Context: an optimization exercise on an open-source flow, tuned for small area, a short achievable clock period and few clock cycles. The choices shown serve that exercise and are no tape-out recipe.
Only simulation tests tie the RTL to the original design; equivalence was not proved.

==> run H: inputs <==
==> flow/design.v (excerpt) <==
module SM_TOP (
    input         i_CLK,
    input         i_RSTn,
    input         i_WE,
    input  [6:0]  i_ADDRESS,
    input  [20:0] i_DATA,
    output        o_RDY,
    output        o_ERROR,
    output [15:0] o_RESULT
);
Settings: LEC_CHECK=0, ABC_AREA=1, CAP_MARGIN=20, CORE_MARGIN=2, CORE_UTILIZATION=60, CTS_CLUSTER_DIAMETER=80, CTS_CLUSTER_SIZE=30, PLACE_DENSITY=0.68, SLEW_MARGIN=20; clock period 10.0 ns.
standard.sh (not shown) runs the stock make flow with config.mk's settings and CLKGATE_MAP_FILE= SYNTH_SCRIPT=/design/flow/synth_recipe.tcl, a recipe that flattens the netlist after the stock synthesis.
==> flow/flow/run.sh <==
#!/bin/bash
export SETUP_SLACK_MARGIN=6.8
export CTS_ARGS="-sink_clustering_enable -repair_clock_nets -sink_clustering_size 30 -sink_clustering_max_diameter 80 -dont_use_dummy_load"
bash standard.sh MATCH_CELL_FOOTPRINT=0 finish > standard.log 2>&1
==> inputs of run C, as changes to run H <==
==> flow/flow/run.sh (replaced) <==
#!/bin/bash
export SETUP_SLACK_MARGIN=6.62
export CTS_ARGS="-sink_clustering_enable -repair_clock_nets -sink_clustering_size 30 -sink_clustering_max_diameter 80 -dont_use_dummy_load"
bash standard.sh MATCH_CELL_FOOTPRINT=0 finish > standard.log 2>&1
ABC_AREA = default   (was 1)
==> inputs of run M, as changes to run H <==
--- a/flow/design.v
+++ b/flow/design.v
@@ -376,33 +376,30 @@
   reg  [31:0] m_p0, m_p1, m_p2;
   reg  [5:0]  m_c;
   reg         wv;
   reg  [5:0]  wc;
   reg  [15:0] wd;
   reg  [7:0]  w_hi, w_lo;      
-  reg         x2w;
-  reg  [15:0] x2d;             
   wire        cyc1  = we_r & ~i_WE;        
   wire        r_act = run_r | cyc1;
   wire [1:0]  rcls  = ir[19:18];
   wire [5:0]  ra    = ir[17:12];
   wire [5:0]  rb    = ir[11:6];
   wire [5:0]  rc    = ir[5:0];
   wire        r_end = (rcls == 2'b00) & ra[0];
   wire        r_free = (rcls == 2'b00) | (ra != 6'd0 && rb != 6'd0);
+  wire        r_wq   = (rc != 6'd0) & (rcls != 2'b11);
   wire        r_rdc  = (rcls != 2'b00) & (ra == m_c || rb == m_c);
-  wire        stall  = (xlive & xmul & ~r_free) | (m_v & m_wen & r_rdc);
+  wire        stall  = (xlive & xmul & (~r_free | (xwen & r_wq))) | (m_v & m_wen & r_rdc);
   wire        issue = r_act & ~stall & ~r_end;
   wire        issue_run = run_r & ~stall & ~r_end;    
   assign o_CODE_RADDR  = pc;
   assign o_DATA_RADDR0 = ra;
   assign o_DATA_RADDR1 = rb;
-  wire [15:0] op_a = (ldw && ad_r[5:0] == ra) ? dt_r[15:0] : (x2w && !m_v && m_c == ra) ? x2d :
-                     (wv && wc == ra) ? wd : i_DATA_RDATA0;
-  wire [15:0] op_b = (ldw && ad_r[5:0] == rb) ? dt_r[15:0] : (x2w && !m_v && m_c == rb) ? x2d :
-                     (wv && wc == rb) ? wd : i_DATA_RDATA1;
+  wire [15:0] op_a = (ldw && ad_r[5:0] == ra) ? dt_r[15:0] : (wv && wc == ra) ? wd : i_DATA_RDATA0;
+  wire [15:0] op_b = (ldw && ad_r[5:0] == rb) ? dt_r[15:0] : (wv && wc == rb) ? wd : i_DATA_RDATA1;
   wire [19:0] fetched = {i_CODE_RDATA[19:13], i_CODE_RDATA[12] | (pc == 6'd63), i_CODE_RDATA[11:0]};
   wire [19:0] word0_n = (cw && ad_r[5:0] == 6'd0) ? enc_r : i_CODE_WORD0;
   wire [19:0] word1_n = (cw && ad_r[5:0] == 6'd1) ? enc_r : i_CODE_WORD1;
   always @(posedge i_CLK) begin
     if (i_WE)
       ir <= (!i_ADDRESS[6] && i_ADDRESS[5:0] == 6'd0) ? encode(i_DATA) : word0_n;
@@ -420,15 +417,13 @@
   always @(posedge i_CLK, negedge i_RSTn) begin
     if (!i_RSTn) begin
       run_r <= 1'b0;
       fin   <= 1'b0;
       rdy   <= 1'b0;
       xlive <= 1'b0;
-      x2w   <= 1'b0;
     end else begin
-      x2w   <= xlive & xwen;
       run_r <= r_act & ~r_end;
       fin   <= r_act & r_end & xlive & xalu;
       rdy   <= fin | (r_act & r_end & ~(xlive & xalu));
       xlive <= issue;
     end
   end
@@ -482,15 +477,15 @@
     m_p0   <= p0;
     m_p1   <= p1;
     m_p2   <= p2;
     as_ovf <= (sum[16] != sum[15]) | (diff[16] != diff[15]);
     m_wen  <= xwen;
     m_c    <= xc;
-    x2d    <= acc_n;
   end
-  wire        w_new = x2w;
+  wire        w_mul = m_v & m_wen;
+  wire        w_new = (xlive & ~xmul & xwen) | w_mul;
   wire        w_com = wv & ~ldw;
   wire [7:0]  w_hc  = w_hi & {8{w_com}};
   generate
     for (gw = 1; gw < 64; gw = gw + 1) begin : gdw
       assign o_DATA_WSEL[gw] = (pd_hd[gw / 8] & pd_lo[gw % 8]) | (w_hc[gw / 8] & w_lo[gw % 8]);
     end
@@ -503,16 +498,16 @@
       wv <= 1'b1;
     else if (!(ldw && ad_r[5:0] != wc))
       wv <= 1'b0;
   end
   always @(posedge i_CLK)
     if (w_new) begin
-      wc   <= m_c;
-      w_hi <= 8'd1 << m_c[5:3];
-      w_lo <= 8'd1 << m_c[2:0];
-      wd   <= m_v ? plo : x2d;
+      wc   <= w_mul ? m_c : xc;
+      w_hi <= 8'd1 << (w_mul ? m_c[5:3] : xc[5:3]);
+      w_lo <= 8'd1 << (w_mul ? m_c[2:0] : xc[2:0]);
+      wd   <= w_mul ? plo : acc_n;
     end
   assign o_RDY    = rdy;
   assign o_ERROR  = err_q;
   assign o_RESULT = res_q;
 endmodule
 module SM_TOP (
==> flow/flow/run.sh (replaced) <==
#!/bin/bash
export SETUP_SLACK_MARGIN=6.5
bash standard.sh > standard.log 2>&1
ABC_AREA = default   (was 1)
==> results.sh <==
export IMPL_run_status="complete, no violations"
export IMPL_worst_case_setup_slack_after_placement_ps=5192
export IMPL_power_clock_w=0.00645
export IMPL_multi_input_area_um2=41040
export IMPL_power_frac_seq_pct=39.7
export IMPL_wl_per_cell_um=36.81
export IMPL_synth_top_cells_by_area="sky130_fd_sc_hd__edfxtp_1 (58%), sky130_fd_sc_hd__mux4_2 (18%), sky130_fd_sc_hd__dfrtp_1 (3.5%)"
export IMPL_critical_path_startpoint_type="flop"
export IMPL_instances_no_fill=9744
export IMPL_switching_share_pct=37.99
export IMPL_synth_yosys_seq_area_share_pct=64.24
export IMPL_critPathKind="reg -> reg"
export IMPL_yosys_area_share_xor_xnor_pct=0.8514
export IMPL_synth_async_reset_ratio_pct=6.245
export IMPL_placementRows=165
export IMPL_inv_count=142
export IMPL_fraction_of_area_in_multi_input_gates_pct=31.20
-- figures above: run M

==> results.sh <==
export IMPL_inv_count=1010
export IMPL_switching_share_pct=45.58
export IMPL_dr_total_vias=99160
export IMPL_synth_async_reset_ratio_pct=6.280
export IMPL_critPathKind="reg -> out"
export IMPL_multi_input_area_um2=40470
export IMPL_synth_yosys_seq_area_share_pct=62.57
export IMPL_power_clock_w=0.00586
export IMPL_worst_case_setup_slack_after_placement_ps=4914
export IMPL_yosys_area_share_xor_xnor_pct=1.089
export IMPL_instances_no_fill=14780
export IMPL_wl_per_cell_um=30.23
export IMPL_power_frac_seq_pct=35.1
export IMPL_critical_path_startpoint_type="flop"
export IMPL_placementRows=167
export IMPL_critical_path_max_stage_delay_ps=410
export IMPL_run_status="complete, no violations"
-- figures above: run H

==> results.sh <==
export IMPL_run_status="complete, no violations"
export IMPL_synth_top_cells_by_area="sky130_fd_sc_hd__edfxtp_1 (57%), sky130_fd_sc_hd__mux4_2 (18%), sky130_fd_sc_hd__dfrtp_1 (3.5%)"
export IMPL_worst_case_setup_slack_after_placement_ps=5186
export IMPL_power_frac_seq_pct=42.3
export IMPL_multi_input_area_um2=41470
export IMPL_yosys_area_share_xor_xnor_pct=0.8346
export IMPL_synth_yosys_seq_area_share_pct=64.07
export IMPL_synth_async_reset_ratio_pct=6.280
export IMPL_placementRows=165
export IMPL_inv_count=136
export IMPL_power_clock_w=0.00574
-- figures above: run C

Testbench counts of run H, summed over its fixed seeds: cycles 26,698.
Testbench counts of run C, summed over its fixed seeds: cycles 26,698.
Testbench counts of run M, summed over its fixed seeds: cycles 27,024.

static timing again, ports no longer ideal:
The results above use ideal ports. As a check the final layouts listed here were re-extracted and re-timed, cells and wires unchanged.
Step 1 sets driving cells, clkbuf_16 on the clock port and buf_2 on the other inputs (assumed; they add their load-dependent delay and slew).
Step 2 moves the port delays by t, midway between the first and last clock arrival at a register: inputs arrive t later, outputs are due t later. That takes back most of the time a late clock gives input paths.
Three values: ideal, step 1, step 2; two values: the first two.
run | t (ns) | slack for setup (ns) | worst slew at a driven data input, ns
run H | 0.921 | 6.641 / 6.542 / 6.036 | 0.20
run C | 0.901 | 6.525 / 6.498 / 5.597 | 0.19
run M | 0.930 | 6.383 / 6.383 / 5.613 | 0.24
After both steps setup and hold are still met in every run listed. For run C, which loses most, drivers alone change the setup slack by -0.027 ns; drivers and shift together by -0.928 ns.
